Context: an optimization exercise on an open-source flow, tuned for small area, a short achievable clock period and few clock cycles per item. The choices shown serve that exercise and are no tape-out recipe. Function was checked by simulation only, so behaviour that the tests miss may differ from the original. Power figures rest on the tool's default switching activity, not on a simulated workload.

## flow/design.v

```verilog
module booth (
    input  wire        clk  ,
    input  wire        rst_n,
    input  wire [15:0] x    ,
    input  wire [15:0] y    ,
    input  wire        start,
    output wire [31:0] z    ,
    output wire        busy
);
assign busy = 1'b0;
wire one0, two0;
menc ue0 (.y2(y[1]), .y1(y[0]), .y0(1'b0), .one(one0), .two(two0));
wire one1, two1;
menc ue1 (.y2(y[3]), .y1(y[2]), .y0(y[1]), .one(one1), .two(two1));
wire one2, two2;
menc ue2 (.y2(y[5]), .y1(y[4]), .y0(y[3]), .one(one2), .two(two2));
wire one3, two3;
menc ue3 (.y2(y[7]), .y1(y[6]), .y0(y[5]), .one(one3), .two(two3));
wire one4, two4;
menc ue4 (.y2(y[9]), .y1(y[8]), .y0(y[7]), .one(one4), .two(two4));
wire one5, two5;
menc ue5 (.y2(y[11]), .y1(y[10]), .y0(y[9]), .one(one5), .two(two5));
wire one6, two6;
menc ue6 (.y2(y[13]), .y1(y[12]), .y0(y[11]), .one(one6), .two(two6));
wire one7, two7;
menc ue7 (.y2(y[15]), .y1(y[14]), .y0(y[13]), .one(one7), .two(two7));
wire pp0_0;
mbs upp0_0 (.xj(x[0]), .xm(1'b0), .one(one0), .two(two0), .neg(y[1]), .pp(pp0_0));
wire pp0_1;
mbs upp0_1 (.xj(x[1]), .xm(x[0]), .one(one0), .two(two0), .neg(y[1]), .pp(pp0_1));
wire pp0_2;
mbs upp0_2 (.xj(x[2]), .xm(x[1]), .one(one0), .two(two0), .neg(y[1]), .pp(pp0_2));
wire pp0_3;
mbs upp0_3 (.xj(x[3]), .xm(x[2]), .one(one0), .two(two0), .neg(y[1]), .pp(pp0_3));
wire pp0_4;
mbs upp0_4 (.xj(x[4]), .xm(x[3]), .one(one0), .two(two0), .neg(y[1]), .pp(pp0_4));
wire pp0_5;
mbs upp0_5 (.xj(x[5]), .xm(x[4]), .one(one0), .two(two0), .neg(y[1]), .pp(pp0_5));
wire pp0_6;
mbs upp0_6 (.xj(x[6]), .xm(x[5]), .one(one0), .two(two0), .neg(y[1]), .pp(pp0_6));
wire pp0_7;
mbs upp0_7 (.xj(x[7]), .xm(x[6]), .one(one0), .two(two0), .neg(y[1]), .pp(pp0_7));
wire pp0_8;
mbs upp0_8 (.xj(x[8]), .xm(x[7]), .one(one0), .two(two0), .neg(y[1]), .pp(pp0_8));
wire pp0_9;
mbs upp0_9 (.xj(x[9]), .xm(x[8]), .one(one0), .two(two0), .neg(y[1]), .pp(pp0_9));
wire pp0_10;
mbs upp0_10 (.xj(x[10]), .xm(x[9]), .one(one0), .two(two0), .neg(y[1]), .pp(pp0_10));
wire pp0_11;
mbs upp0_11 (.xj(x[11]), .xm(x[10]), .one(one0), .two(two0), .neg(y[1]), .pp(pp0_11));
wire pp0_12;
mbs upp0_12 (.xj(x[12]), .xm(x[11]), .one(one0), .two(two0), .neg(y[1]), .pp(pp0_12));
wire pp0_13;
mbs upp0_13 (.xj(x[13]), .xm(x[12]), .one(one0), .two(two0), .neg(y[1]), .pp(pp0_13));
wire pp0_14;
mbs upp0_14 (.xj(x[14]), .xm(x[13]), .one(one0), .two(two0), .neg(y[1]), .pp(pp0_14));
wire pp0_15;
mbs upp0_15 (.xj(x[15]), .xm(x[14]), .one(one0), .two(two0), .neg(y[1]), .pp(pp0_15));
wire pp0_16;
mbsn upp0_16 (.xj(x[15]), .xm(x[15]), .one(one0), .two(two0), .neg(y[1]), .pp(pp0_16));
wire s0n;
minv us0n (.a(pp0_16), .y(s0n));
wire pp1_0;
mbs upp1_0 (.xj(x[0]), .xm(1'b0), .one(one1), .two(two1), .neg(y[3]), .pp(pp1_0));
wire pp1_1;
mbs upp1_1 (.xj(x[1]), .xm(x[0]), .one(one1), .two(two1), .neg(y[3]), .pp(pp1_1));
wire pp1_2;
mbs upp1_2 (.xj(x[2]), .xm(x[1]), .one(one1), .two(two1), .neg(y[3]), .pp(pp1_2));
wire pp1_3;
mbs upp1_3 (.xj(x[3]), .xm(x[2]), .one(one1), .two(two1), .neg(y[3]), .pp(pp1_3));
wire pp1_4;
mbs upp1_4 (.xj(x[4]), .xm(x[3]), .one(one1), .two(two1), .neg(y[3]), .pp(pp1_4));
wire pp1_5;
mbs upp1_5 (.xj(x[5]), .xm(x[4]), .one(one1), .two(two1), .neg(y[3]), .pp(pp1_5));
wire pp1_6;
mbs upp1_6 (.xj(x[6]), .xm(x[5]), .one(one1), .two(two1), .neg(y[3]), .pp(pp1_6));
wire pp1_7;
mbs upp1_7 (.xj(x[7]), .xm(x[6]), .one(one1), .two(two1), .neg(y[3]), .pp(pp1_7));
wire pp1_8;
mbs upp1_8 (.xj(x[8]), .xm(x[7]), .one(one1), .two(two1), .neg(y[3]), .pp(pp1_8));
wire pp1_9;
mbs upp1_9 (.xj(x[9]), .xm(x[8]), .one(one1), .two(two1), .neg(y[3]), .pp(pp1_9));
wire pp1_10;
mbs upp1_10 (.xj(x[10]), .xm(x[9]), .one(one1), .two(two1), .neg(y[3]), .pp(pp1_10));
wire pp1_11;
mbs upp1_11 (.xj(x[11]), .xm(x[10]), .one(one1), .two(two1), .neg(y[3]), .pp(pp1_11));
wire pp1_12;
mbs upp1_12 (.xj(x[12]), .xm(x[11]), .one(one1), .two(two1), .neg(y[3]), .pp(pp1_12));
wire pp1_13;
mbs upp1_13 (.xj(x[13]), .xm(x[12]), .one(one1), .two(two1), .neg(y[3]), .pp(pp1_13));
wire pp1_14;
mbs upp1_14 (.xj(x[14]), .xm(x[13]), .one(one1), .two(two1), .neg(y[3]), .pp(pp1_14));
wire pp1_15;
mbs upp1_15 (.xj(x[15]), .xm(x[14]), .one(one1), .two(two1), .neg(y[3]), .pp(pp1_15));
wire pp1_16;
mbsn upp1_16 (.xj(x[15]), .xm(x[15]), .one(one1), .two(two1), .neg(y[3]), .pp(pp1_16));
wire pp2_0;
mbs upp2_0 (.xj(x[0]), .xm(1'b0), .one(one2), .two(two2), .neg(y[5]), .pp(pp2_0));
wire pp2_1;
mbs upp2_1 (.xj(x[1]), .xm(x[0]), .one(one2), .two(two2), .neg(y[5]), .pp(pp2_1));
wire pp2_2;
mbs upp2_2 (.xj(x[2]), .xm(x[1]), .one(one2), .two(two2), .neg(y[5]), .pp(pp2_2));
wire pp2_3;
mbs upp2_3 (.xj(x[3]), .xm(x[2]), .one(one2), .two(two2), .neg(y[5]), .pp(pp2_3));
wire pp2_4;
mbs upp2_4 (.xj(x[4]), .xm(x[3]), .one(one2), .two(two2), .neg(y[5]), .pp(pp2_4));
wire pp2_5;
mbs upp2_5 (.xj(x[5]), .xm(x[4]), .one(one2), .two(two2), .neg(y[5]), .pp(pp2_5));
wire pp2_6;
mbs upp2_6 (.xj(x[6]), .xm(x[5]), .one(one2), .two(two2), .neg(y[5]), .pp(pp2_6));
wire pp2_7;
mbs upp2_7 (.xj(x[7]), .xm(x[6]), .one(one2), .two(two2), .neg(y[5]), .pp(pp2_7));
wire pp2_8;
mbs upp2_8 (.xj(x[8]), .xm(x[7]), .one(one2), .two(two2), .neg(y[5]), .pp(pp2_8));
wire pp2_9;
mbs upp2_9 (.xj(x[9]), .xm(x[8]), .one(one2), .two(two2), .neg(y[5]), .pp(pp2_9));
wire pp2_10;
mbs upp2_10 (.xj(x[10]), .xm(x[9]), .one(one2), .two(two2), .neg(y[5]), .pp(pp2_10));
wire pp2_11;
mbs upp2_11 (.xj(x[11]), .xm(x[10]), .one(one2), .two(two2), .neg(y[5]), .pp(pp2_11));
wire pp2_12;
mbs upp2_12 (.xj(x[12]), .xm(x[11]), .one(one2), .two(two2), .neg(y[5]), .pp(pp2_12));
wire pp2_13;
mbs upp2_13 (.xj(x[13]), .xm(x[12]), .one(one2), .two(two2), .neg(y[5]), .pp(pp2_13));
wire pp2_14;
mbs upp2_14 (.xj(x[14]), .xm(x[13]), .one(one2), .two(two2), .neg(y[5]), .pp(pp2_14));
wire pp2_15;
mbs upp2_15 (.xj(x[15]), .xm(x[14]), .one(one2), .two(two2), .neg(y[5]), .pp(pp2_15));
wire pp2_16;
mbsn upp2_16 (.xj(x[15]), .xm(x[15]), .one(one2), .two(two2), .neg(y[5]), .pp(pp2_16));
wire pp3_0;
mbs upp3_0 (.xj(x[0]), .xm(1'b0), .one(one3), .two(two3), .neg(y[7]), .pp(pp3_0));
wire pp3_1;
mbs upp3_1 (.xj(x[1]), .xm(x[0]), .one(one3), .two(two3), .neg(y[7]), .pp(pp3_1));
wire pp3_2;
mbs upp3_2 (.xj(x[2]), .xm(x[1]), .one(one3), .two(two3), .neg(y[7]), .pp(pp3_2));
wire pp3_3;
mbs upp3_3 (.xj(x[3]), .xm(x[2]), .one(one3), .two(two3), .neg(y[7]), .pp(pp3_3));
wire pp3_4;
mbs upp3_4 (.xj(x[4]), .xm(x[3]), .one(one3), .two(two3), .neg(y[7]), .pp(pp3_4));
wire pp3_5;
mbs upp3_5 (.xj(x[5]), .xm(x[4]), .one(one3), .two(two3), .neg(y[7]), .pp(pp3_5));
wire pp3_6;
mbs upp3_6 (.xj(x[6]), .xm(x[5]), .one(one3), .two(two3), .neg(y[7]), .pp(pp3_6));
wire pp3_7;
mbs upp3_7 (.xj(x[7]), .xm(x[6]), .one(one3), .two(two3), .neg(y[7]), .pp(pp3_7));
wire pp3_8;
mbs upp3_8 (.xj(x[8]), .xm(x[7]), .one(one3), .two(two3), .neg(y[7]), .pp(pp3_8));
wire pp3_9;
mbs upp3_9 (.xj(x[9]), .xm(x[8]), .one(one3), .two(two3), .neg(y[7]), .pp(pp3_9));
wire pp3_10;
mbs upp3_10 (.xj(x[10]), .xm(x[9]), .one(one3), .two(two3), .neg(y[7]), .pp(pp3_10));
wire pp3_11;
mbs upp3_11 (.xj(x[11]), .xm(x[10]), .one(one3), .two(two3), .neg(y[7]), .pp(pp3_11));
wire pp3_12;
mbs upp3_12 (.xj(x[12]), .xm(x[11]), .one(one3), .two(two3), .neg(y[7]), .pp(pp3_12));
wire pp3_13;
mbs upp3_13 (.xj(x[13]), .xm(x[12]), .one(one3), .two(two3), .neg(y[7]), .pp(pp3_13));
wire pp3_14;
mbs upp3_14 (.xj(x[14]), .xm(x[13]), .one(one3), .two(two3), .neg(y[7]), .pp(pp3_14));
wire pp3_15;
mbs upp3_15 (.xj(x[15]), .xm(x[14]), .one(one3), .two(two3), .neg(y[7]), .pp(pp3_15));
wire pp3_16;
mbsn upp3_16 (.xj(x[15]), .xm(x[15]), .one(one3), .two(two3), .neg(y[7]), .pp(pp3_16));
wire pp4_0;
mbs upp4_0 (.xj(x[0]), .xm(1'b0), .one(one4), .two(two4), .neg(y[9]), .pp(pp4_0));
wire pp4_1;
mbs upp4_1 (.xj(x[1]), .xm(x[0]), .one(one4), .two(two4), .neg(y[9]), .pp(pp4_1));
wire pp4_2;
mbs upp4_2 (.xj(x[2]), .xm(x[1]), .one(one4), .two(two4), .neg(y[9]), .pp(pp4_2));
wire pp4_3;
mbs upp4_3 (.xj(x[3]), .xm(x[2]), .one(one4), .two(two4), .neg(y[9]), .pp(pp4_3));
wire pp4_4;
mbs upp4_4 (.xj(x[4]), .xm(x[3]), .one(one4), .two(two4), .neg(y[9]), .pp(pp4_4));
wire pp4_5;
mbs upp4_5 (.xj(x[5]), .xm(x[4]), .one(one4), .two(two4), .neg(y[9]), .pp(pp4_5));
wire pp4_6;
mbs upp4_6 (.xj(x[6]), .xm(x[5]), .one(one4), .two(two4), .neg(y[9]), .pp(pp4_6));
wire pp4_7;
mbs upp4_7 (.xj(x[7]), .xm(x[6]), .one(one4), .two(two4), .neg(y[9]), .pp(pp4_7));
wire pp4_8;
mbs upp4_8 (.xj(x[8]), .xm(x[7]), .one(one4), .two(two4), .neg(y[9]), .pp(pp4_8));
wire pp4_9;
mbs upp4_9 (.xj(x[9]), .xm(x[8]), .one(one4), .two(two4), .neg(y[9]), .pp(pp4_9));
wire pp4_10;
mbs upp4_10 (.xj(x[10]), .xm(x[9]), .one(one4), .two(two4), .neg(y[9]), .pp(pp4_10));
wire pp4_11;
mbs upp4_11 (.xj(x[11]), .xm(x[10]), .one(one4), .two(two4), .neg(y[9]), .pp(pp4_11));
wire pp4_12;
mbs upp4_12 (.xj(x[12]), .xm(x[11]), .one(one4), .two(two4), .neg(y[9]), .pp(pp4_12));
wire pp4_13;
mbs upp4_13 (.xj(x[13]), .xm(x[12]), .one(one4), .two(two4), .neg(y[9]), .pp(pp4_13));
wire pp4_14;
mbs upp4_14 (.xj(x[14]), .xm(x[13]), .one(one4), .two(two4), .neg(y[9]), .pp(pp4_14));
wire pp4_15;
mbs upp4_15 (.xj(x[15]), .xm(x[14]), .one(one4), .two(two4), .neg(y[9]), .pp(pp4_15));
wire pp4_16;
mbsn upp4_16 (.xj(x[15]), .xm(x[15]), .one(one4), .two(two4), .neg(y[9]), .pp(pp4_16));
wire pp5_0;
mbs upp5_0 (.xj(x[0]), .xm(1'b0), .one(one5), .two(two5), .neg(y[11]), .pp(pp5_0));
wire pp5_1;
mbs upp5_1 (.xj(x[1]), .xm(x[0]), .one(one5), .two(two5), .neg(y[11]), .pp(pp5_1));
wire pp5_2;
mbs upp5_2 (.xj(x[2]), .xm(x[1]), .one(one5), .two(two5), .neg(y[11]), .pp(pp5_2));
wire pp5_3;
mbs upp5_3 (.xj(x[3]), .xm(x[2]), .one(one5), .two(two5), .neg(y[11]), .pp(pp5_3));
wire pp5_4;
mbs upp5_4 (.xj(x[4]), .xm(x[3]), .one(one5), .two(two5), .neg(y[11]), .pp(pp5_4));
wire pp5_5;
mbs upp5_5 (.xj(x[5]), .xm(x[4]), .one(one5), .two(two5), .neg(y[11]), .pp(pp5_5));
wire pp5_6;
mbs upp5_6 (.xj(x[6]), .xm(x[5]), .one(one5), .two(two5), .neg(y[11]), .pp(pp5_6));
wire pp5_7;
mbs upp5_7 (.xj(x[7]), .xm(x[6]), .one(one5), .two(two5), .neg(y[11]), .pp(pp5_7));
wire pp5_8;
mbs upp5_8 (.xj(x[8]), .xm(x[7]), .one(one5), .two(two5), .neg(y[11]), .pp(pp5_8));
wire pp5_9;
mbs upp5_9 (.xj(x[9]), .xm(x[8]), .one(one5), .two(two5), .neg(y[11]), .pp(pp5_9));
wire pp5_10;
mbs upp5_10 (.xj(x[10]), .xm(x[9]), .one(one5), .two(two5), .neg(y[11]), .pp(pp5_10));
wire pp5_11;
mbs upp5_11 (.xj(x[11]), .xm(x[10]), .one(one5), .two(two5), .neg(y[11]), .pp(pp5_11));
wire pp5_12;
mbs upp5_12 (.xj(x[12]), .xm(x[11]), .one(one5), .two(two5), .neg(y[11]), .pp(pp5_12));
wire pp5_13;
mbs upp5_13 (.xj(x[13]), .xm(x[12]), .one(one5), .two(two5), .neg(y[11]), .pp(pp5_13));
wire pp5_14;
mbs upp5_14 (.xj(x[14]), .xm(x[13]), .one(one5), .two(two5), .neg(y[11]), .pp(pp5_14));
wire pp5_15;
mbs upp5_15 (.xj(x[15]), .xm(x[14]), .one(one5), .two(two5), .neg(y[11]), .pp(pp5_15));
wire pp5_16;
mbsn upp5_16 (.xj(x[15]), .xm(x[15]), .one(one5), .two(two5), .neg(y[11]), .pp(pp5_16));
wire pp6_0;
mbs upp6_0 (.xj(x[0]), .xm(1'b0), .one(one6), .two(two6), .neg(y[13]), .pp(pp6_0));
wire pp6_1;
mbs upp6_1 (.xj(x[1]), .xm(x[0]), .one(one6), .two(two6), .neg(y[13]), .pp(pp6_1));
wire pp6_2;
mbs upp6_2 (.xj(x[2]), .xm(x[1]), .one(one6), .two(two6), .neg(y[13]), .pp(pp6_2));
wire pp6_3;
mbs upp6_3 (.xj(x[3]), .xm(x[2]), .one(one6), .two(two6), .neg(y[13]), .pp(pp6_3));
wire pp6_4;
mbs upp6_4 (.xj(x[4]), .xm(x[3]), .one(one6), .two(two6), .neg(y[13]), .pp(pp6_4));
wire pp6_5;
mbs upp6_5 (.xj(x[5]), .xm(x[4]), .one(one6), .two(two6), .neg(y[13]), .pp(pp6_5));
wire pp6_6;
mbs upp6_6 (.xj(x[6]), .xm(x[5]), .one(one6), .two(two6), .neg(y[13]), .pp(pp6_6));
wire pp6_7;
mbs upp6_7 (.xj(x[7]), .xm(x[6]), .one(one6), .two(two6), .neg(y[13]), .pp(pp6_7));
wire pp6_8;
mbs upp6_8 (.xj(x[8]), .xm(x[7]), .one(one6), .two(two6), .neg(y[13]), .pp(pp6_8));
wire pp6_9;
mbs upp6_9 (.xj(x[9]), .xm(x[8]), .one(one6), .two(two6), .neg(y[13]), .pp(pp6_9));
wire pp6_10;
mbs upp6_10 (.xj(x[10]), .xm(x[9]), .one(one6), .two(two6), .neg(y[13]), .pp(pp6_10));
wire pp6_11;
mbs upp6_11 (.xj(x[11]), .xm(x[10]), .one(one6), .two(two6), .neg(y[13]), .pp(pp6_11));
wire pp6_12;
mbs upp6_12 (.xj(x[12]), .xm(x[11]), .one(one6), .two(two6), .neg(y[13]), .pp(pp6_12));
wire pp6_13;
mbs upp6_13 (.xj(x[13]), .xm(x[12]), .one(one6), .two(two6), .neg(y[13]), .pp(pp6_13));
wire pp6_14;
mbs upp6_14 (.xj(x[14]), .xm(x[13]), .one(one6), .two(two6), .neg(y[13]), .pp(pp6_14));
wire pp6_15;
mbs upp6_15 (.xj(x[15]), .xm(x[14]), .one(one6), .two(two6), .neg(y[13]), .pp(pp6_15));
wire pp6_16;
mbsn upp6_16 (.xj(x[15]), .xm(x[15]), .one(one6), .two(two6), .neg(y[13]), .pp(pp6_16));
wire pp7_0;
mbs upp7_0 (.xj(x[0]), .xm(1'b0), .one(one7), .two(two7), .neg(y[15]), .pp(pp7_0));
wire pp7_1;
mbs upp7_1 (.xj(x[1]), .xm(x[0]), .one(one7), .two(two7), .neg(y[15]), .pp(pp7_1));
wire pp7_2;
mbs upp7_2 (.xj(x[2]), .xm(x[1]), .one(one7), .two(two7), .neg(y[15]), .pp(pp7_2));
wire pp7_3;
mbs upp7_3 (.xj(x[3]), .xm(x[2]), .one(one7), .two(two7), .neg(y[15]), .pp(pp7_3));
wire pp7_4;
mbs upp7_4 (.xj(x[4]), .xm(x[3]), .one(one7), .two(two7), .neg(y[15]), .pp(pp7_4));
wire pp7_5;
mbs upp7_5 (.xj(x[5]), .xm(x[4]), .one(one7), .two(two7), .neg(y[15]), .pp(pp7_5));
wire pp7_6;
mbs upp7_6 (.xj(x[6]), .xm(x[5]), .one(one7), .two(two7), .neg(y[15]), .pp(pp7_6));
wire pp7_7;
mbs upp7_7 (.xj(x[7]), .xm(x[6]), .one(one7), .two(two7), .neg(y[15]), .pp(pp7_7));
wire pp7_8;
mbs upp7_8 (.xj(x[8]), .xm(x[7]), .one(one7), .two(two7), .neg(y[15]), .pp(pp7_8));
wire pp7_9;
mbs upp7_9 (.xj(x[9]), .xm(x[8]), .one(one7), .two(two7), .neg(y[15]), .pp(pp7_9));
wire pp7_10;
mbs upp7_10 (.xj(x[10]), .xm(x[9]), .one(one7), .two(two7), .neg(y[15]), .pp(pp7_10));
wire pp7_11;
mbs upp7_11 (.xj(x[11]), .xm(x[10]), .one(one7), .two(two7), .neg(y[15]), .pp(pp7_11));
wire pp7_12;
mbs upp7_12 (.xj(x[12]), .xm(x[11]), .one(one7), .two(two7), .neg(y[15]), .pp(pp7_12));
wire pp7_13;
mbs upp7_13 (.xj(x[13]), .xm(x[12]), .one(one7), .two(two7), .neg(y[15]), .pp(pp7_13));
wire pp7_14;
mbs upp7_14 (.xj(x[14]), .xm(x[13]), .one(one7), .two(two7), .neg(y[15]), .pp(pp7_14));
wire pp7_15;
mbs upp7_15 (.xj(x[15]), .xm(x[14]), .one(one7), .two(two7), .neg(y[15]), .pp(pp7_15));
wire pp7_16;
mbsn upp7_16 (.xj(x[15]), .xm(x[15]), .one(one7), .two(two7), .neg(y[15]), .pp(pp7_16));
wire s1, c2;
mha us1 (.a(y[3]), .b(pp0_2), .s(s1), .co(c2));
wire s3, c4;
mha us3 (.a(pp0_3), .b(pp1_1), .s(s3), .co(c4));
wire s5, c6;
mfa us5 (.a(y[5]), .b(pp0_4), .c(pp1_2), .s(s5), .co(c6));
wire s7, c8;
mha us7 (.a(pp2_0), .b(c4), .s(s7), .co(c8));
wire s9, c10;
mfa us9 (.a(pp0_5), .b(pp1_3), .c(pp2_1), .s(s9), .co(c10));
wire s11, c12;
mha us11 (.a(c6), .b(c8), .s(s11), .co(c12));
wire s13, c14;
mfa us13 (.a(y[7]), .b(pp0_6), .c(pp1_4), .s(s13), .co(c14));
wire s15, c16;
mfa us15 (.a(pp2_2), .b(pp3_0), .c(c10), .s(s15), .co(c16));
wire s17, c18;
mha us17 (.a(s13), .b(c12), .s(s17), .co(c18));
wire s19, c20;
mfa us19 (.a(pp0_7), .b(pp1_5), .c(pp2_3), .s(s19), .co(c20));
wire s21, c22;
mfa us21 (.a(pp3_1), .b(c14), .c(s19), .s(s21), .co(c22));
wire s23, c24;
mha us23 (.a(c16), .b(c18), .s(s23), .co(c24));
wire s25, c26;
mfa us25 (.a(y[9]), .b(pp0_8), .c(pp1_6), .s(s25), .co(c26));
wire s27, c28;
mfa us27 (.a(pp2_4), .b(pp3_2), .c(pp4_0), .s(s27), .co(c28));
wire s29, c30;
mfa us29 (.a(c20), .b(s25), .c(s27), .s(s29), .co(c30));
wire s31, c32;
mha us31 (.a(c22), .b(s29), .s(s31), .co(c32));
wire s33, c34;
mfa us33 (.a(pp0_9), .b(pp1_7), .c(pp2_5), .s(s33), .co(c34));
wire s35, c36;
mfa us35 (.a(pp3_3), .b(pp4_1), .c(c26), .s(s35), .co(c36));
wire s37, c38;
mfa us37 (.a(c28), .b(s33), .c(s35), .s(s37), .co(c38));
wire s39, c40;
mha us39 (.a(c30), .b(c32), .s(s39), .co(c40));
wire s41, c42;
mfa us41 (.a(y[11]), .b(pp0_10), .c(pp1_8), .s(s41), .co(c42));
wire s43, c44;
mfa us43 (.a(pp2_6), .b(pp3_4), .c(pp4_2), .s(s43), .co(c44));
wire s45, c46;
mfa us45 (.a(pp5_0), .b(c34), .c(s41), .s(s45), .co(c46));
wire s47, c48;
mfa us47 (.a(s43), .b(c36), .c(s45), .s(s47), .co(c48));
wire s49, c50;
mha us49 (.a(c38), .b(c40), .s(s49), .co(c50));
wire s51, c52;
mfa us51 (.a(pp0_11), .b(pp1_9), .c(pp2_7), .s(s51), .co(c52));
wire s53, c54;
mfa us53 (.a(pp3_5), .b(pp4_3), .c(pp5_1), .s(s53), .co(c54));
wire s55, c56;
mfa us55 (.a(c42), .b(c44), .c(s51), .s(s55), .co(c56));
wire s57, c58;
mfa us57 (.a(s53), .b(c46), .c(s55), .s(s57), .co(c58));
wire s59, c60;
mha us59 (.a(c48), .b(s57), .s(s59), .co(c60));
wire s61, c62;
mfa us61 (.a(y[13]), .b(pp0_12), .c(pp1_10), .s(s61), .co(c62));
wire s63, c64;
mfa us63 (.a(pp2_8), .b(pp3_6), .c(pp4_4), .s(s63), .co(c64));
wire s65, c66;
mfa us65 (.a(pp5_2), .b(pp6_0), .c(c52), .s(s65), .co(c66));
wire s67, c68;
mfa us67 (.a(c54), .b(s61), .c(s63), .s(s67), .co(c68));
wire s69, c70;
mfa us69 (.a(s65), .b(c56), .c(s67), .s(s69), .co(c70));
wire s71, c72;
mha us71 (.a(c58), .b(s69), .s(s71), .co(c72));
wire s73, c74;
mfa us73 (.a(pp0_13), .b(pp1_11), .c(pp2_9), .s(s73), .co(c74));
wire s75, c76;
mfa us75 (.a(pp3_7), .b(pp4_5), .c(pp5_3), .s(s75), .co(c76));
wire s77, c78;
mfa us77 (.a(pp6_1), .b(c62), .c(c64), .s(s77), .co(c78));
wire s79, c80;
mfa us79 (.a(s73), .b(s75), .c(c66), .s(s79), .co(c80));
wire s81, c82;
mfa us81 (.a(s77), .b(c68), .c(s79), .s(s81), .co(c82));
wire s83, c84;
mha us83 (.a(c70), .b(c72), .s(s83), .co(c84));
wire s85, c86;
mfa us85 (.a(y[15]), .b(pp0_14), .c(pp1_12), .s(s85), .co(c86));
wire s87, c88;
mfa us87 (.a(pp2_10), .b(pp3_8), .c(pp4_6), .s(s87), .co(c88));
wire s89, c90;
mfa us89 (.a(pp5_4), .b(pp6_2), .c(pp7_0), .s(s89), .co(c90));
wire s91, c92;
mfa us91 (.a(c74), .b(c76), .c(s85), .s(s91), .co(c92));
wire s93, c94;
mfa us93 (.a(s87), .b(s89), .c(c78), .s(s93), .co(c94));
wire s95, c96;
mfa us95 (.a(s91), .b(c80), .c(s93), .s(s95), .co(c96));
wire s97, c98;
mha us97 (.a(c82), .b(s95), .s(s97), .co(c98));
wire s99, c100;
mfa us99 (.a(pp0_15), .b(pp1_13), .c(pp2_11), .s(s99), .co(c100));
wire s101, c102;
mfa us101 (.a(pp3_9), .b(pp4_7), .c(pp5_5), .s(s101), .co(c102));
wire s103, c104;
mfa us103 (.a(pp6_3), .b(pp7_1), .c(c86), .s(s103), .co(c104));
wire s105, c106;
mfa us105 (.a(c88), .b(c90), .c(s99), .s(s105), .co(c106));
wire s107, c108;
mfa us107 (.a(s101), .b(s103), .c(c92), .s(s107), .co(c108));
wire s109, c110;
mfa us109 (.a(s105), .b(c94), .c(s107), .s(s109), .co(c110));
wire s111, c112;
mha us111 (.a(c96), .b(s109), .s(s111), .co(c112));
wire s113, c114;
mfa us113 (.a(s0n), .b(pp1_14), .c(pp2_12), .s(s113), .co(c114));
wire s115, c116;
mfa us115 (.a(pp3_10), .b(pp4_8), .c(pp5_6), .s(s115), .co(c116));
wire s117, c118;
mfa us117 (.a(pp6_4), .b(pp7_2), .c(c100), .s(s117), .co(c118));
wire s119, c120;
mfa us119 (.a(c102), .b(s113), .c(s115), .s(s119), .co(c120));
wire s121, c122;
mfa us121 (.a(c104), .b(s117), .c(c106), .s(s121), .co(c122));
wire s123, c124;
mfa us123 (.a(s119), .b(c108), .c(s121), .s(s123), .co(c124));
wire s125, c126;
mha us125 (.a(c110), .b(s123), .s(s125), .co(c126));
wire s127, c128;
mfa us127 (.a(s0n), .b(pp1_15), .c(pp2_13), .s(s127), .co(c128));
wire s129, c130;
mfa us129 (.a(pp3_11), .b(pp4_9), .c(pp5_7), .s(s129), .co(c130));
wire s131, c132;
mfa us131 (.a(pp6_5), .b(pp7_3), .c(c114), .s(s131), .co(c132));
wire s133, c134;
mfa us133 (.a(c116), .b(s127), .c(s129), .s(s133), .co(c134));
wire s135, c136;
mfa us135 (.a(c118), .b(s131), .c(c120), .s(s135), .co(c136));
wire s137, c138;
mfa us137 (.a(s133), .b(c122), .c(s135), .s(s137), .co(c138));
wire s139, c140;
mha us139 (.a(c124), .b(s137), .s(s139), .co(c140));
wire s141, c142;
mfa us141 (.a(pp0_16), .b(pp1_16), .c(pp2_14), .s(s141), .co(c142));
wire s143, c144;
mfa us143 (.a(pp3_12), .b(pp4_10), .c(pp5_8), .s(s143), .co(c144));
wire s145, c146;
mfa us145 (.a(pp6_6), .b(pp7_4), .c(c128), .s(s145), .co(c146));
wire s147, c148;
mfa us147 (.a(c130), .b(s141), .c(s143), .s(s147), .co(c148));
wire s149, c150;
mfa us149 (.a(c132), .b(s145), .c(c134), .s(s149), .co(c150));
wire s151, c152;
mfa us151 (.a(s147), .b(c136), .c(s149), .s(s151), .co(c152));
wire s153, c154;
mha us153 (.a(c138), .b(s151), .s(s153), .co(c154));
wire s155;
minv us155 (.a(pp2_15), .y(s155));
wire s156, c157;
mfa us156 (.a(pp3_13), .b(pp4_11), .c(pp5_9), .s(s156), .co(c157));
wire s158, c159;
mfa us158 (.a(pp6_7), .b(pp7_5), .c(s155), .s(s158), .co(c159));
wire s160, c161;
mfa us160 (.a(c142), .b(c144), .c(s156), .s(s160), .co(c161));
wire s162, c163;
mfa us162 (.a(s158), .b(c146), .c(c148), .s(s162), .co(c163));
wire s164, c165;
mfa us164 (.a(s160), .b(c150), .c(s162), .s(s164), .co(c165));
wire s166, c167;
mha us166 (.a(c152), .b(s164), .s(s166), .co(c167));
wire s168, c169;
mfa us168 (.a(pp2_16), .b(pp3_14), .c(pp4_12), .s(s168), .co(c169));
wire s170, c171;
mfa us170 (.a(pp5_10), .b(pp6_8), .c(pp7_6), .s(s170), .co(c171));
wire s172, c173;
mfa us172 (.a(pp2_15), .b(c157), .c(s168), .s(s172), .co(c173));
wire s174, c175;
mfa us174 (.a(s170), .b(c159), .c(c161), .s(s174), .co(c175));
wire s176, c177;
mfa us176 (.a(s172), .b(c163), .c(s174), .s(s176), .co(c177));
wire s178, c179;
mha us178 (.a(c165), .b(s176), .s(s178), .co(c179));
wire s180;
minv us180 (.a(pp3_15), .y(s180));
wire s181, c182;
mfa us181 (.a(pp4_13), .b(pp5_11), .c(pp6_9), .s(s181), .co(c182));
wire s183, c184;
mfa us183 (.a(pp7_7), .b(s180), .c(c169), .s(s183), .co(c184));
wire s185, c186;
mfa us185 (.a(c171), .b(s181), .c(s183), .s(s185), .co(c186));
wire s187, c188;
mfa us187 (.a(c173), .b(c175), .c(s185), .s(s187), .co(c188));
wire s189, c190;
mha us189 (.a(c177), .b(s187), .s(s189), .co(c190));
wire s191, c192;
mfa us191 (.a(pp3_16), .b(pp4_14), .c(pp5_12), .s(s191), .co(c192));
wire s193, c194;
mfa us193 (.a(pp6_10), .b(pp7_8), .c(pp3_15), .s(s193), .co(c194));
wire s195, c196;
mfa us195 (.a(c182), .b(s191), .c(s193), .s(s195), .co(c196));
wire s197, c198;
mfa us197 (.a(c184), .b(s195), .c(c186), .s(s197), .co(c198));
wire s199, c200;
mha us199 (.a(c188), .b(s197), .s(s199), .co(c200));
wire s201;
minv us201 (.a(pp4_15), .y(s201));
wire s202, c203;
mfa us202 (.a(pp5_13), .b(pp6_11), .c(pp7_9), .s(s202), .co(c203));
wire s204, c205;
mfa us204 (.a(s201), .b(c192), .c(c194), .s(s204), .co(c205));
wire s206, c207;
mfa us206 (.a(s202), .b(s204), .c(c196), .s(s206), .co(c207));
wire s208, c209;
mha us208 (.a(s206), .b(c198), .s(s208), .co(c209));
wire s210, c211;
mfa us210 (.a(pp4_16), .b(pp5_14), .c(pp6_12), .s(s210), .co(c211));
wire s212, c213;
mfa us212 (.a(pp7_10), .b(pp4_15), .c(c203), .s(s212), .co(c213));
wire s214, c215;
mfa us214 (.a(s210), .b(c205), .c(s212), .s(s214), .co(c215));
wire s216, c217;
mha us216 (.a(c207), .b(s214), .s(s216), .co(c217));
wire s218;
minv us218 (.a(pp5_15), .y(s218));
wire s219, c220;
mfa us219 (.a(pp6_13), .b(pp7_11), .c(s218), .s(s219), .co(c220));
wire s221, c222;
mfa us221 (.a(c211), .b(s219), .c(c213), .s(s221), .co(c222));
wire s223, c224;
mha us223 (.a(c215), .b(s221), .s(s223), .co(c224));
wire s225, c226;
mfa us225 (.a(pp5_16), .b(pp6_14), .c(pp7_12), .s(s225), .co(c226));
wire s227, c228;
mfa us227 (.a(pp5_15), .b(s225), .c(c220), .s(s227), .co(c228));
wire s229, c230;
mha us229 (.a(s227), .b(c222), .s(s229), .co(c230));
wire s231;
minv us231 (.a(pp6_15), .y(s231));
wire s232, c233;
mfa us232 (.a(pp7_13), .b(s231), .c(c226), .s(s232), .co(c233));
wire s234, c235;
mha us234 (.a(s232), .b(c228), .s(s234), .co(c235));
wire s236, c237;
mfa us236 (.a(pp6_16), .b(pp7_14), .c(pp6_15), .s(s236), .co(c237));
wire s238, c239;
mha us238 (.a(s236), .b(c233), .s(s238), .co(c239));
wire s240;
minv us240 (.a(pp7_15), .y(s240));
wire s241, c242;
mha us241 (.a(s240), .b(c237), .s(s241), .co(c242));
wire s243, c244;
mha us243 (.a(pp7_16), .b(pp7_15), .s(s243), .co(c244));
wire s245;
minv us245 (.a(c244), .y(s245));
wire lp246, lg247;
mha ulp246 (.a(pp0_0), .b(y[1]), .s(lp246), .co(lg247));
wire lp248, lg249;
mha ulp248 (.a(pp1_0), .b(s1), .s(lp248), .co(lg249));
wire lp250, lg251;
mha ulp250 (.a(c2), .b(s3), .s(lp250), .co(lg251));
wire lp252, lg253;
mha ulp252 (.a(s5), .b(s7), .s(lp252), .co(lg253));
wire lp254, lg255;
mha ulp254 (.a(s9), .b(s11), .s(lp254), .co(lg255));
wire lp256, lg257;
mha ulp256 (.a(s15), .b(s17), .s(lp256), .co(lg257));
wire lp258, lg259;
mha ulp258 (.a(s21), .b(s23), .s(lp258), .co(lg259));
wire lp260, lg261;
mha ulp260 (.a(c24), .b(s31), .s(lp260), .co(lg261));
wire lp262, lg263;
mha ulp262 (.a(s37), .b(s39), .s(lp262), .co(lg263));
wire lq264;
mand ulq264 (.a(lp248), .b(pp0_1), .y(lq264));
wire lg265;
mao ulg265 (.g1(lg253), .p1(lp252), .g0(lg251), .g(lg265));
wire lq266;
mand ulq266 (.a(lp252), .b(lp250), .y(lq266));
wire lg267;
mao ulg267 (.g1(lg257), .p1(lp256), .g0(lg255), .g(lg267));
wire lq268;
mand ulq268 (.a(lp256), .b(lp254), .y(lq268));
wire lg269;
mao ulg269 (.g1(lg261), .p1(lp260), .g0(lg259), .g(lg269));
wire lq270;
mand ulq270 (.a(lp260), .b(lp258), .y(lq270));
wire la271;
mand ula271 (.a(pp0_1), .b(lg247), .y(la271));
wire lg272;
mao ulg272 (.g1(lg249), .p1(lq264), .g0(lg247), .g(lg272));
wire lg273;
mao ulg273 (.g1(lg255), .p1(lp254), .g0(lg265), .g(lg273));
wire lq274;
mand ulq274 (.a(lp254), .b(lq266), .y(lq274));
wire lg275;
mao ulg275 (.g1(lg267), .p1(lq268), .g0(lg265), .g(lg275));
wire lq276;
mand ulq276 (.a(lq268), .b(lq266), .y(lq276));
wire lg277;
mao ulg277 (.g1(lg263), .p1(lp262), .g0(lg269), .g(lg277));
wire lq278;
mand ulq278 (.a(lp262), .b(lq270), .y(lq278));
wire lg279;
mao ulg279 (.g1(lg251), .p1(lp250), .g0(lg272), .g(lg279));
wire lg280;
mao ulg280 (.g1(lg265), .p1(lq266), .g0(lg272), .g(lg280));
wire lg281;
mao ulg281 (.g1(lg273), .p1(lq274), .g0(lg272), .g(lg281));
wire lg282;
mao ulg282 (.g1(lg275), .p1(lq276), .g0(lg272), .g(lg282));
wire lg283;
mao ulg283 (.g1(lg259), .p1(lp258), .g0(lg282), .g(lg283));
wire lg284;
mao ulg284 (.g1(lg269), .p1(lq270), .g0(lg282), .g(lg284));
wire lg285;
mao ulg285 (.g1(lg277), .p1(lq278), .g0(lg282), .g(lg285));
wire ls286;
mxor uls286 (.a(pp0_1), .b(lg247), .y(ls286));
wire ls287;
mxor uls287 (.a(lp248), .b(la271), .y(ls287));
wire ls288;
mxor uls288 (.a(lp250), .b(lg272), .y(ls288));
wire ls289;
mxor uls289 (.a(lp252), .b(lg279), .y(ls289));
wire ls290;
mxor uls290 (.a(lp254), .b(lg280), .y(ls290));
wire ls291;
mxor uls291 (.a(lp256), .b(lg281), .y(ls291));
wire ls292;
mxor uls292 (.a(lp258), .b(lg282), .y(ls292));
wire ls293;
mxor uls293 (.a(lp260), .b(lg283), .y(ls293));
wire ls294;
mxor uls294 (.a(lp262), .b(lg284), .y(ls294));
reg [10:0] qlo;
reg [21:0] qa;
reg [20:0] qb;
wire hp295, hg296;
mha uhp295 (.a(qa[0]), .b(qb[0]), .s(hp295), .co(hg296));
wire hp297, hg298;
mha uhp297 (.a(qa[1]), .b(qb[1]), .s(hp297), .co(hg298));
wire hp299, hg300;
mha uhp299 (.a(qa[2]), .b(qb[2]), .s(hp299), .co(hg300));
wire hp301, hg302;
mha uhp301 (.a(qa[3]), .b(qb[3]), .s(hp301), .co(hg302));
wire hp303, hg304;
mha uhp303 (.a(qa[4]), .b(qb[4]), .s(hp303), .co(hg304));
wire hp305, hg306;
mha uhp305 (.a(qa[5]), .b(qb[5]), .s(hp305), .co(hg306));
wire hp307, hg308;
mha uhp307 (.a(qa[6]), .b(qb[6]), .s(hp307), .co(hg308));
wire hp309, hg310;
mha uhp309 (.a(qa[7]), .b(qb[7]), .s(hp309), .co(hg310));
wire hp311, hg312;
mha uhp311 (.a(qa[8]), .b(qb[8]), .s(hp311), .co(hg312));
wire hp313, hg314;
mha uhp313 (.a(qa[9]), .b(qb[9]), .s(hp313), .co(hg314));
wire hp315, hg316;
mha uhp315 (.a(qa[10]), .b(qb[10]), .s(hp315), .co(hg316));
wire hp317, hg318;
mha uhp317 (.a(qa[11]), .b(qb[11]), .s(hp317), .co(hg318));
wire hp319, hg320;
mha uhp319 (.a(qa[12]), .b(qb[12]), .s(hp319), .co(hg320));
wire hp321, hg322;
mha uhp321 (.a(qa[13]), .b(qb[13]), .s(hp321), .co(hg322));
wire hp323, hg324;
mha uhp323 (.a(qa[14]), .b(qb[14]), .s(hp323), .co(hg324));
wire hp325, hg326;
mha uhp325 (.a(qa[15]), .b(qb[15]), .s(hp325), .co(hg326));
wire hp327, hg328;
mha uhp327 (.a(qa[16]), .b(qb[16]), .s(hp327), .co(hg328));
wire hp329, hg330;
mha uhp329 (.a(qa[17]), .b(qb[17]), .s(hp329), .co(hg330));
wire hp331, hg332;
mha uhp331 (.a(qa[18]), .b(qb[18]), .s(hp331), .co(hg332));
wire hp333, hg334;
mha uhp333 (.a(qa[19]), .b(qb[19]), .s(hp333), .co(hg334));
wire hp335, hg336;
mha uhp335 (.a(qa[20]), .b(qb[20]), .s(hp335), .co(hg336));
wire hg337;
mao uhg337 (.g1(hg296), .p1(hp295), .g0(qlo[10]), .g(hg337));
wire hg338;
mao uhg338 (.g1(hg300), .p1(hp299), .g0(hg298), .g(hg338));
wire hq339;
mand uhq339 (.a(hp299), .b(hp297), .y(hq339));
wire hg340;
mao uhg340 (.g1(hg304), .p1(hp303), .g0(hg302), .g(hg340));
wire hq341;
mand uhq341 (.a(hp303), .b(hp301), .y(hq341));
wire hg342;
mao uhg342 (.g1(hg308), .p1(hp307), .g0(hg306), .g(hg342));
wire hq343;
mand uhq343 (.a(hp307), .b(hp305), .y(hq343));
wire hg344;
mao uhg344 (.g1(hg312), .p1(hp311), .g0(hg310), .g(hg344));
wire hq345;
mand uhq345 (.a(hp311), .b(hp309), .y(hq345));
wire hg346;
mao uhg346 (.g1(hg316), .p1(hp315), .g0(hg314), .g(hg346));
wire hq347;
mand uhq347 (.a(hp315), .b(hp313), .y(hq347));
wire hg348;
mao uhg348 (.g1(hg320), .p1(hp319), .g0(hg318), .g(hg348));
wire hq349;
mand uhq349 (.a(hp319), .b(hp317), .y(hq349));
wire hg350;
mao uhg350 (.g1(hg324), .p1(hp323), .g0(hg322), .g(hg350));
wire hq351;
mand uhq351 (.a(hp323), .b(hp321), .y(hq351));
wire hg352;
mao uhg352 (.g1(hg328), .p1(hp327), .g0(hg326), .g(hg352));
wire hq353;
mand uhq353 (.a(hp327), .b(hp325), .y(hq353));
wire hg354;
mao uhg354 (.g1(hg332), .p1(hp331), .g0(hg330), .g(hg354));
wire hq355;
mand uhq355 (.a(hp331), .b(hp329), .y(hq355));
wire hg356;
mao uhg356 (.g1(hg336), .p1(hp335), .g0(hg334), .g(hg356));
wire hq357;
mand uhq357 (.a(hp335), .b(hp333), .y(hq357));
wire hg358;
mao uhg358 (.g1(hg298), .p1(hp297), .g0(hg337), .g(hg358));
wire hg359;
mao uhg359 (.g1(hg338), .p1(hq339), .g0(hg337), .g(hg359));
wire hg360;
mao uhg360 (.g1(hg306), .p1(hp305), .g0(hg340), .g(hg360));
wire hq361;
mand uhq361 (.a(hp305), .b(hq341), .y(hq361));
wire hg362;
mao uhg362 (.g1(hg342), .p1(hq343), .g0(hg340), .g(hg362));
wire hq363;
mand uhq363 (.a(hq343), .b(hq341), .y(hq363));
wire hg364;
mao uhg364 (.g1(hg314), .p1(hp313), .g0(hg344), .g(hg364));
wire hq365;
mand uhq365 (.a(hp313), .b(hq345), .y(hq365));
wire hg366;
mao uhg366 (.g1(hg346), .p1(hq347), .g0(hg344), .g(hg366));
wire hq367;
mand uhq367 (.a(hq347), .b(hq345), .y(hq367));
wire hg368;
mao uhg368 (.g1(hg322), .p1(hp321), .g0(hg348), .g(hg368));
wire hq369;
mand uhq369 (.a(hp321), .b(hq349), .y(hq369));
wire hg370;
mao uhg370 (.g1(hg350), .p1(hq351), .g0(hg348), .g(hg370));
wire hq371;
mand uhq371 (.a(hq351), .b(hq349), .y(hq371));
wire hg372;
mao uhg372 (.g1(hg330), .p1(hp329), .g0(hg352), .g(hg372));
wire hq373;
mand uhq373 (.a(hp329), .b(hq353), .y(hq373));
wire hg374;
mao uhg374 (.g1(hg354), .p1(hq355), .g0(hg352), .g(hg374));
wire hq375;
mand uhq375 (.a(hq355), .b(hq353), .y(hq375));
wire ha376;
mand uha376 (.a(qa[21]), .b(hg356), .y(ha376));
wire hq377;
mand uhq377 (.a(qa[21]), .b(hq357), .y(hq377));
wire hg378;
mao uhg378 (.g1(hg302), .p1(hp301), .g0(hg359), .g(hg378));
wire hg379;
mao uhg379 (.g1(hg340), .p1(hq341), .g0(hg359), .g(hg379));
wire hg380;
mao uhg380 (.g1(hg360), .p1(hq361), .g0(hg359), .g(hg380));
wire hg381;
mao uhg381 (.g1(hg362), .p1(hq363), .g0(hg359), .g(hg381));
wire hg382;
mao uhg382 (.g1(hg318), .p1(hp317), .g0(hg366), .g(hg382));
wire hq383;
mand uhq383 (.a(hp317), .b(hq367), .y(hq383));
wire hg384;
mao uhg384 (.g1(hg348), .p1(hq349), .g0(hg366), .g(hg384));
wire hq385;
mand uhq385 (.a(hq349), .b(hq367), .y(hq385));
wire hg386;
mao uhg386 (.g1(hg368), .p1(hq369), .g0(hg366), .g(hg386));
wire hq387;
mand uhq387 (.a(hq369), .b(hq367), .y(hq387));
wire hg388;
mao uhg388 (.g1(hg370), .p1(hq371), .g0(hg366), .g(hg388));
wire hq389;
mand uhq389 (.a(hq371), .b(hq367), .y(hq389));
wire hg390;
mao uhg390 (.g1(hg334), .p1(hp333), .g0(hg374), .g(hg390));
wire hq391;
mand uhq391 (.a(hp333), .b(hq375), .y(hq391));
wire hg392;
mao uhg392 (.g1(hg356), .p1(hq357), .g0(hg374), .g(hg392));
wire hq393;
mand uhq393 (.a(hq357), .b(hq375), .y(hq393));
wire hg394;
mao uhg394 (.g1(ha376), .p1(hq377), .g0(hg374), .g(hg394));
wire hq395;
mand uhq395 (.a(hq377), .b(hq375), .y(hq395));
wire hg396;
mao uhg396 (.g1(hg310), .p1(hp309), .g0(hg381), .g(hg396));
wire hg397;
mao uhg397 (.g1(hg344), .p1(hq345), .g0(hg381), .g(hg397));
wire hg398;
mao uhg398 (.g1(hg364), .p1(hq365), .g0(hg381), .g(hg398));
wire hg399;
mao uhg399 (.g1(hg366), .p1(hq367), .g0(hg381), .g(hg399));
wire hg400;
mao uhg400 (.g1(hg382), .p1(hq383), .g0(hg381), .g(hg400));
wire hg401;
mao uhg401 (.g1(hg384), .p1(hq385), .g0(hg381), .g(hg401));
wire hg402;
mao uhg402 (.g1(hg386), .p1(hq387), .g0(hg381), .g(hg402));
wire hg403;
mao uhg403 (.g1(hg388), .p1(hq389), .g0(hg381), .g(hg403));
wire hg404;
mao uhg404 (.g1(hg326), .p1(hp325), .g0(hg403), .g(hg404));
wire hg405;
mao uhg405 (.g1(hg352), .p1(hq353), .g0(hg403), .g(hg405));
wire hg406;
mao uhg406 (.g1(hg372), .p1(hq373), .g0(hg403), .g(hg406));
wire hg407;
mao uhg407 (.g1(hg374), .p1(hq375), .g0(hg403), .g(hg407));
wire hg408;
mao uhg408 (.g1(hg390), .p1(hq391), .g0(hg403), .g(hg408));
wire hg409;
mao uhg409 (.g1(hg392), .p1(hq393), .g0(hg403), .g(hg409));
wire hg410;
mao uhg410 (.g1(hg394), .p1(hq395), .g0(hg403), .g(hg410));
wire hs411;
mxor uhs411 (.a(hp295), .b(qlo[10]), .y(hs411));
wire hs412;
mxor uhs412 (.a(hp297), .b(hg337), .y(hs412));
wire hs413;
mxor uhs413 (.a(hp299), .b(hg358), .y(hs413));
wire hs414;
mxor uhs414 (.a(hp301), .b(hg359), .y(hs414));
wire hs415;
mxor uhs415 (.a(hp303), .b(hg378), .y(hs415));
wire hs416;
mxor uhs416 (.a(hp305), .b(hg379), .y(hs416));
wire hs417;
mxor uhs417 (.a(hp307), .b(hg380), .y(hs417));
wire hs418;
mxor uhs418 (.a(hp309), .b(hg381), .y(hs418));
wire hs419;
mxor uhs419 (.a(hp311), .b(hg396), .y(hs419));
wire hs420;
mxor uhs420 (.a(hp313), .b(hg397), .y(hs420));
wire hs421;
mxor uhs421 (.a(hp315), .b(hg398), .y(hs421));
wire hs422;
mxor uhs422 (.a(hp317), .b(hg399), .y(hs422));
wire hs423;
mxor uhs423 (.a(hp319), .b(hg400), .y(hs423));
wire hs424;
mxor uhs424 (.a(hp321), .b(hg401), .y(hs424));
wire hs425;
mxor uhs425 (.a(hp323), .b(hg402), .y(hs425));
wire hs426;
mxor uhs426 (.a(hp325), .b(hg403), .y(hs426));
wire hs427;
mxor uhs427 (.a(hp327), .b(hg404), .y(hs427));
wire hs428;
mxor uhs428 (.a(hp329), .b(hg405), .y(hs428));
wire hs429;
mxor uhs429 (.a(hp331), .b(hg406), .y(hs429));
wire hs430;
mxor uhs430 (.a(hp333), .b(hg407), .y(hs430));
wire hs431;
mxor uhs431 (.a(hp335), .b(hg408), .y(hs431));
wire hs432;
mxor uhs432 (.a(qa[21]), .b(hg409), .y(hs432));
assign z = {hs432, hs431, hs430, hs429, hs428, hs427, hs426, hs425, hs424, hs423, hs422, hs421, hs420, hs419, hs418, hs417, hs416, hs415, hs414, hs413, hs412, hs411, qlo[9], qlo[8], qlo[7], qlo[6], qlo[5], qlo[4], qlo[3], qlo[2], qlo[1], qlo[0]};
always @(posedge clk)
    if (start) begin
        qlo <= {lg285, ls294, ls293, ls292, ls291, ls290, ls289, ls288, ls287, ls286, lp246};
        qa <= {s245, c242, c239, c235, c230, c224, c217, c209, c200, c190, c179, c167, c154, c140, c126, c112, c98, c84, s81, c60, c50, s47};
        qb <= {s243, s241, s238, s234, s229, s223, s216, s208, s199, s189, s178, s166, s153, s139, s125, s111, s97, s83, s71, s59, s49};
    end
endmodule
module menc (input wire y2, input wire y1, input wire y0, output wire one, output wire two);
assign one = y1 ^ y0;
assign two = (y2 & ~y1 & ~y0) | (~y2 & y1 & y0);
endmodule
module mbs (input wire xj, input wire xm, input wire one, input wire two, input wire neg, output wire pp);
assign pp = ((one & xj) | (two & xm)) ^ neg;
endmodule
module mbsn (input wire xj, input wire xm, input wire one, input wire two, input wire neg, output wire pp);
assign pp = ~(((one & xj) | (two & xm)) ^ neg);
endmodule
module mfa (input wire a, input wire b, input wire c, output wire s, output wire co);
assign s  = a ^ b ^ c;
assign co = (a & b) | (a & c) | (b & c);
endmodule
module mha (input wire a, input wire b, output wire s, output wire co);
assign s  = a ^ b;
assign co = a & b;
endmodule
module minv (input wire a, output wire y);
assign y = ~a;
endmodule
module mand (input wire a, input wire b, output wire y);
assign y = a & b;
endmodule
module mxor (input wire a, input wire b, output wire y);
assign y = a ^ b;
endmodule
module mao (input wire g1, input wire p1, input wire g0, output wire g);
assign g = g1 | (p1 & g0);
endmodule
```

## flow/run.sh

```bash
#!/bin/bash
# synth_recipe.tcl (not shown) runs the flow's synth.tcl, then flattens the netlist and writes it again
# the make line also repeats each setting of config.mk as NAME=value (left out here)
make -C /OpenROAD-flow-scripts/flow DESIGN_CONFIG=/design/flow/config.mk WORK_HOME=/design/flow/orfs CLKGATE_MAP_FILE= SYNTH_SCRIPT=/design/flow/synth_recipe.tcl finish
```

## flow/config.mk

```make
export PLATFORM = sky130hd
export DESIGN_NAME = booth
export DESIGN_NICKNAME = booth
export VERILOG_FILES = /design/flow/design.v
export SDC_FILE = /design/flow/constraint.sdc
export NUM_CORES = 4
export LEC_CHECK = 0
export CAP_MARGIN = 20
export CORE_MARGIN = 2
export CORE_UTILIZATION = 40
export SLEW_MARGIN = 20
export SYNTH_HIERARCHICAL = 1
export SYNTH_MINIMUM_KEEP_SIZE = 0
```

## flow/constraint.sdc

```tcl
create_clock -name core_clock -period 4.0 [get_ports {clk}]
set_input_delay 0.8000 -clock core_clock [delete_from_list [all_inputs] [get_ports {clk}]]
set_output_delay 0.8000 -clock core_clock [all_outputs]
set_load 0.01 [all_outputs]
```

==> results of run 1 <==
placed cells by master (no fill, tap or decap), types with 6 or more instances in the layout:
cell / n
sky130_fd_sc_hd__a22oi_2: 136
sky130_fd_sc_hd__buf_4: 117
sky130_fd_sc_hd__xnor2_1: 107
sky130_fd_sc_hd__fa_1: 66
sky130_fd_sc_hd__a21o_1: 59
sky130_fd_sc_hd__ha_1: 54
sky130_fd_sc_hd__edfxtp_1: 54
sky130_fd_sc_hd__clkdlybuf4s50_1: 50
sky130_fd_sc_hd__xor2_1: 38
sky130_fd_sc_hd__buf_12: 36
sky130_fd_sc_hd__and2_1: 32
sky130_fd_sc_hd__fa_2: 24
sky130_fd_sc_hd__xnor2_2: 21
sky130_fd_sc_hd__buf_6: 18
sky130_fd_sc_hd__conb_1: 12
sky130_fd_sc_hd__xor2_4: 8
sky130_fd_sc_hd__o22ai_4: 7
sky130_fd_sc_hd__inv_1: 7
sky130_fd_sc_hd__clkbuf_2: 7
sky130_fd_sc_hd__nand2b_4: 6
sky130_fd_sc_hd__nand2_1: 6
cells by family after synthesis:
family / after synthesis
AO/OA/AOI/OAI: 203
XOR/XNOR: 175
adder cells (fa/ha/maj): 149
flip-flops: 54
AND/OR/NAND/NOR: 48
buffers and inverters: 41
other: 1
flip-flops by register name, summed over array words and instances, names as in the netlist:
| signal | cells |
|---|---|
| qa | 22 |
| qlo | 11 |
| qb | 21 |
report_power, final:
group | internal [mW] | switching (mW) | total, mW
combinational | 3.26 | 2.81 | 6.07
clock | 0.297 | 0.215 | 0.512
sequential | 1.22 | 0.0792 | 1.30
how the worst min path moves through the flow:
stage / startpoint / endpoint / slack, ns / depth (start not counted)
after floorplan: start / qa[0] / 0.91 / 0
after global placement: start / qb[19] / 1.42 / 1
after CTS: start / qlo[1] / 1.11 / 1
after detailed placement: start / qa[21] / 1.43 / 1
final: start / qa[21] / 1.09 / 1
after global routing: start / qlo[0] / 1.13 / 1
metal layers:
| layer | track usage, % | up-vias | share of wire (%) |
|---|---|---|---|
| met1 | 27.2 | 3130 | 44 |
| li1 | - | 2868 | - |
| met2 | 35.1 | 157 | 50 |
| met4 | 5.19 | 0 | 1.4 |
| met5 | 0 | - | 0 |
| met3 | 2.65 | 23 | 5.0 |
final cells by class:
type | count | area (µm²) | share of cell area [%]
Tap cell | 275 | 344 | 2.93
Clock buffer | 5 | 125 | 1.06
Multi-Input combinational cell | 587 | 7180 | 61.1
Inverter | 8 | 30.0 | 0.255
Clock inverter | 3 | 43.8 | 0.372
Timing Repair Buffer | 235 | 2410 | 20.5
Sequential cell | 54 | 1620 | 13.8
modules after synthesis, one instance, submodules excluded:
| module | cells inside | flops+latches | cell area [µm²] |
|---|---|---|---|
| booth | 88 | 54 | 1870 |
| mand | 1 | 0 | 6.26 |
| minv | 1 | 0 | 3.75 |
| mxor | 1 | 0 | 8.76 |
| mbs | 2 | 0 | 21.3 |
| menc | 4 | 0 | 31.3 |
| mbsn | 2 | 0 | 21.3 |
| mha | 1 | 0 | 12.5 |
| mao | 1 | 0 | 7.51 |
| mfa | 1 | 0 | 20.0 |
critical path, cell delays in order:
cell                       delay [ns]
sky130_fd_sc_hd__clkbuf_2        0.10
sky130_fd_sc_hd__buf_12          0.13
sky130_fd_sc_hd__buf_12          0.12
sky130_fd_sc_hd__xor2_4          0.15
sky130_fd_sc_hd__buf_12          0.15
sky130_fd_sc_hd__a22oi_2         0.19
sky130_fd_sc_hd__xnor2_1         0.16
sky130_fd_sc_hd__fa_1            0.49
sky130_fd_sc_hd__fa_2            0.42
sky130_fd_sc_hd__fa_1            0.53
sky130_fd_sc_hd__fa_1            0.42
sky130_fd_sc_hd__ha_1            0.30
metrics by stage:
step / setup WS [ns] / setup TNS (ns) / total power, mW
after global routing: 0.000121 / 0 / 8.70
final: 0.0792 / 0 / 7.88
after detailed placement: -0.737 / -21.43 / 7.22
after global placement: -0.710 / -19.75 / 7.06
after floorplan: -0.0344 / -0.0894 / 5.49
after CTS: 0.00356 / 0 / 7.94
timing repair:
item	CTS	global route
setup endpoints to repair	32	20
gates cloned	1	0
resized for setup	67	48
setup buffers	24	10
pin swaps	29	26
==> metrics.md, run 1 <==
| Metric | Value |
|---|---|
| Outcome | `finished clean` |
| Synth-to-Final Area Change | `38.3%` |
| Worst VDD drop | `0.000343 V` |
| Fraction of post-synthesis cell area in the top cell type by area | `21.2%` |
| Iter 0 DRT Violations | `291` |
| Final instance area | `11800 µm²` |
| Worst Setup SP | `y[7]` |
| RePlAce Congestion | `0.854` |
| Count of yosys warnings during synthesis | `7` |
| Number of pins exceeding their max-slew limit in the final report | `0` |
| Placement Rows | `53` |
| Total global routing track utilization | `20.4%` |
| First-pass GRT wire length | `35.6 mm` |
| Data arrival time of the critical path | `3.98 ns` |
| Total congestion overflow after global routing | `0` |
| Final setup violation count | `0` |
| Critical path class | `input port to register` |
| Core Util, Final | `56.1%` |
| Number of sinks on the clock net | `54` |
| Number of placed instances with taps included | `1127` |
| Highest Clock Rate | `255 MHz` |
| # DRC | `0` |
| Destination of the critical timing path | `qb[9]` |
| Fraction of the mapped netlist area in compound gates | `26.4%` |
| Number of iterations in the first detailed-routing pass | `4` |
| Hold crit path type | `input port to register` |
| Max-slew headroom at the worst pin | `53.0%` |
| Register bit total from synthesis | `54` |
| H-Tree Depth | `2` |
| Synth cell count leaders | `136 x sky130_fd_sc_hd__a22oi_2, 128 x sky130_fd_sc_hd__xnor2_1, 90 x sky130_fd_sc_hd__fa_1` |
| Starting density of the core | `40.6%` |
| Most frequently used flop master after synthesis | `sky130_fd_sc_hd__edfxtp_1` |
| Die X-Extent | `150 µm` |
| Final instance count without filler cells | `1167` |
| Placed cell area | `11000 µm²` |
| Die H | `150 µm` |
| Number of nets in the finished design | `1075` |
| Drt wl/cell | `18.7 µm` |
| Asr flop ratio synth | `0%` |
| Routed vias | `6178` |
| Biggest area contributors in the synthesized netlist | `sky130_fd_sc_hd__fa_1 21%, sky130_fd_sc_hd__a22oi_2 20%, sky130_fd_sc_hd__edfxtp_1 19%` |
| HPWL after DPL | `16.8 mm` |
| RSZ-0062 raised after global routing | `no` |
| Count of mapped cells out of synthesis | `671` |
| Netlist area before placement | `8500 µm²` |
| Least-Margin Pin Slew | `0.704 ns` |
| Cell type with the largest total area after synthesis | `sky130_fd_sc_hd__fa_1` |
| Power density normalized to cell area | `670 nW/µm²` |
| Clock root buffer master | `sky130_fd_sc_hd__clkbuf_16` |
| Count of buffers inserted at the top-level ports | `65` |
| Startpoint class of the critical path | `input port` |
| Number of nets with antenna violations after detailed routing | `0` |
| TritonCTS Buffers | `5` |
| Share of synthesized cell area in and, or, nand and nor gates | `3.30%` |
| Fraction of synthesized area in multiplexers | `0%` |
| TritonCTS clock tree | `yes` |
| Avg Vias per Cell | `5.29` |
| Number of buffers inserted by hold repair at cts | `0` |
| Number of global-route vias before repair | `6800` |
| Count of final hold-check violations | `0` |
| Clock transition at the registers of the reported paths | `0.07 ns` |
| Static leakage power | `4.71 nW` |
| Pin count of the biggest net entering global routing | `27` |
| Required time at the worst-slack endpoint | `4.06 ns` |
| Type of destination of the critical path | `register` |
| Maximum capacitance violations | `0` |
| Average cell area after synthesis | `12.7 µm²` |
| Final worst-path cycle share | `98.0%` |
| Placeable core region | `21000 µm²` |
| Fin Hold WS | `1.09 ns` |
| Synth Area in XOR/XNOR | `18.0%` |
| Die area | `22400 µm²` |
| Maximum fanout count along the critical path | `7` |
| Part of the Yosys area used for sequential elements | `19.1%` |
| Number of top-level design ports | `68` |
| Combinational family with the most area after synthesis | `adder cells` |
| Fraction of final layout cells with drive strength greater than 1 | `45.2%` |
| Number of antenna violations at the first check in global routing | `0` |
| FILL cells | `1768` |
| Deepest clock path buffer count | `2` |
| Most common cell in the synthesized netlist | `sky130_fd_sc_hd__a22oi_2` |
| Detailed Route WL | `21.9 mm` |
| Antenna cells | `0` |
| Period minus WS final | `3.92 ns` |
| Number of unique standard cell types used by synthesis | `14` |
| Post-synth EDFFs | `54` |
| Synth Area in Adders | `29.9%` |
Testbench counts, summed over its fixed seeds: cycles 3,200, items 3,200.
==> inputs of run 2 (changes only) <==
--- a/flow/config.mk
+++ b/flow/config.mk
@@ -8,6 +8,7 @@
 export CAP_MARGIN = 20
 export CORE_MARGIN = 2
 export CORE_UTILIZATION = 40
+export GPL_TIMING_DRIVEN = 0
 export SLEW_MARGIN = 20
 export SYNTH_HIERARCHICAL = 1
 export SYNTH_MINIMUM_KEEP_SIZE = 0
==> metrics.md, run 2 <==
| Metric | Value |
|---|---|
| Internal power | `5.16 mW` |
| Max-slew headroom at the worst pin | `50.7%` |
| Placed cell area | `9930 µm²` |
| Biggest area contributors in the synthesized netlist | `sky130_fd_sc_hd__fa_1 21%, sky130_fd_sc_hd__a22oi_2 20%, sky130_fd_sc_hd__edfxtp_1 19%` |
| Count of mapped cells out of synthesis | `671` |
| Leading cell type in the layout, fill and taps excluded | `sky130_fd_sc_hd__a22oi_2` |
| Part of the Yosys area used for sequential elements | `19.1%` |
| Netlist area before placement | `8500 µm²` |
| Asr flop ratio synth | `0%` |
| Worst VDD drop | `0.000552 V` |
| Count of yosys warnings during synthesis | `7` |
| Number of nets in the finished design | `1047` |
| Static leakage power | `4.63 nW` |
| Number of iterations in the first detailed-routing pass | `4` |
| Iter 0 DRT Violations | `339` |
| Deepest clock path buffer count | `2` |
| Starting density of the core | `40.6%` |
| Number of nets with antenna violations after detailed routing | `0` |
| Clock transition at the registers of the reported paths | `0.08 ns` |
| Period minus WS final | `3.93 ns` |
| Number of top-level design ports | `68` |
| Most frequently used flop master after synthesis | `sky130_fd_sc_hd__edfxtp_1` |
| Final setup violation count | `0` |
| Maximum fanout count along the critical path | `14` |
| # DRC | `0` |
| Startpoint class of the critical path | `input port` |
| Die X-Extent | `150 µm` |
| CP top delay family | `adder cells` |
| HPWL after DPL | `15.0 mm` |
| TritonCTS clock tree | `yes` |
| Buffer and inverter count on the worst path | `4` |
| Placeable core region | `21000 µm²` |
| Clock root buffer master | `sky130_fd_sc_hd__clkbuf_16` |
| Sequential cell area | `1620 µm²` |
| Least-Margin Pin Slew | `0.739 ns` |
| FILL cells | `1766` |
| Pin count of the biggest net entering global routing | `55` |
| Core Util, Final | `55.2%` |
| Crit path cell chain | `buf_12, buf_16, xor2_4, buf_12, buf_4, a22oi_2, xnor2_2, fa_2, fa_2, fa_1, fa_1, ha_1` |
| Outcome | `finished clean` |
| Delay of the slowest cell on the worst path | `0.50 ns` |
| Cell type with the largest total area after synthesis | `sky130_fd_sc_hd__fa_1` |
| Drt wl/cell | `19.7 µm` |
| Count of final hold-check violations | `0` |
| Flop pwr share | `15.5%` |
| Avg Vias per Cell | `5.40` |
| RSZ-0062 raised after global routing | `yes` |
| Count of buffers inserted at the top-level ports | `65` |
| Number of global-route vias before repair | `6756` |
| Type of destination of the critical path | `register` |
| Die H | `150 µm` |
| Final worst-path cycle share | `98.3%` |
| Net switching power | `3.21 mW` |
| Synth-to-Final Area Change | `36.2%` |
| Required time at the worst-slack endpoint | `4.06 ns` |
| Critical-path cell with the highest stage delay | `sky130_fd_sc_hd__fa_1` |
| Detailed Route WL | `22.5 mm` |
| First-pass GRT wire length | `36.2 mm` |
| Critical path class | `input port to register` |
| Number of unique standard cell types used by synthesis | `14` |
| Number of sinks on the clock net | `54` |
| Hold crit path type | `input port to register` |
| Antenna cells | `0` |
| Final instance area | `11600 µm²` |
| Number of pins exceeding their max-slew limit in the final report | `0` |
| Number of antenna violations at the first check in global routing | `0` |
| Data arrival time of the critical path | `3.99 ns` |
| Highest Clock Rate | `254 MHz` |
| Flip-flop count of the largest register, all copies and words added | `22` |
| Total congestion overflow after global routing | `0` |
| Multi-input gate area | `7290 µm²` |
==> run 2: layer usage <==
layer | global-route usage (%) | up-vias | part of all wire [%]
li1 | - | 2813 | -
met1 | 26.3 | 3156 | 42
met2 | 36.7 | 144 | 51
met3 | 3.02 | 40 | 3.6
met4 | 6.27 | 0 | 2.6
met5 | 0 | - | 0
==> run 2: layout make-up <==
type	instances	share of cell area, %
clock buffers	5	1.08
multi-input cells	587	63.0
inverters	8	0.259
flip-flops and latches	54	14.0
well taps	275	2.97
repair buffers	174	16.3
clock inverters	3	0.205
plain buffers	33	2.14
==> run 2: repair_timing <==
| action | CTS | global route |
|---|---|---|
| endpoints found under the setup margin | 39 | 24 |
| gates resized for setup | 101 | 68 |
| buffers inserted | 75 | 28 |
| hold endpoints to repair | 0 | 0 |
| cloned | 0 | 1 |
| pin swaps | 33 | 31 |
==> run 2: kinds of logic after synthesis <==
family	synth area share, %
compound gates	26.4
xor+xnor	18.0
fa+ha+maj	29.9
flops	19.1
simple gates	3.30
buf+inv	3.27
other cells	0.0441
==> run 2: per-module statistics from Yosys (local to each module, per instance) <==
module / cells / copies in the design / area [µm²] / flops+latches
booth: 88 / 1 / 1870 / 54
menc: 4 / 8 / 31.3 / 0
mbs: 2 / 128 / 21.3 / 0
mbsn: 2 / 8 / 21.3 / 0
mfa: 1 / 90 / 20.0 / 0
mha: 1 / 59 / 12.5 / 0
mxor: 1 / 31 / 8.76 / 0
mao: 1 / 59 / 7.51 / 0
mand: 1 / 32 / 6.26 / 0
minv: 1 / 8 / 3.75 / 0
==> run 2: power groups by stage <==
stage,combinational [mW],clock (mW),sequential (mW)
6_report,6.62,0.462,1.30
5_1_grt,7.46,0.494,1.33
4_1_cts,6.57,0.478,1.30
3_5_place_dp,6.28,0,1.31
3_3_place_gp,6.13,0,1.31
2_1_floorplan,4.20,0,1.29
==> run 2: worst paths after layout <==
| check | startpoint | to | slack (ns) | cells after the start |
|---|---|---|---|---|
| max | y[5] | qb[6] | 0.07 | 12 |
| min | y[1] | qlo[0] | 0.88 | 2 |
==> run 2: stage by stage <==
stage / setup TNS (ns) / cells / setup WS, ns / hold slack (ns) / power, mW
2_1_floorplan: -0.0894 / 682 / -0.0344 / 0.912 / 5.49
3_3_place_gp: -90.13 / 1022 / -2.27 / 1.71 / 7.44
3_5_place_dp: -33.36 / 1028 / -1.23 / 1.42 / 7.60
4_1_cts: 0 / 1111 / 0.00592 / 1.03 / 8.35
5_1_grt: -0.0514 / 1139 / -0.0420 / 0.889 / 9.28
6_report: 0 / 1139 / 0.0668 / 0.882 / 8.38

-- afterwards: timing with drivers on the ports --
No port has a modelled driver above. Below, the same layouts with a new extraction and two added sets of constraints. Step 1: set_driving_cell puts a clkbuf_16 on clk and a buf_2 on each other input, an assumption about the parent block. Step 2, shift: input delay + t, output delay - t, t = (earliest + latest rising clock arrival at the registers) / 2. This alone moves slack from input paths to output paths. a / b / c = ideal ports / drivers / drivers and shift; a / b = the first two.
| run | t, ns | slack for setup (ns) |
|---|---|---|
| run 1 | 0.350 | 0.079 / 0.095 / -0.255 |
| run 2 | 0.353 | 0.067 / -0.016 / -0.369 |
Met with ideal ports but missed after step 2: setup timing in run 1 and run 2.
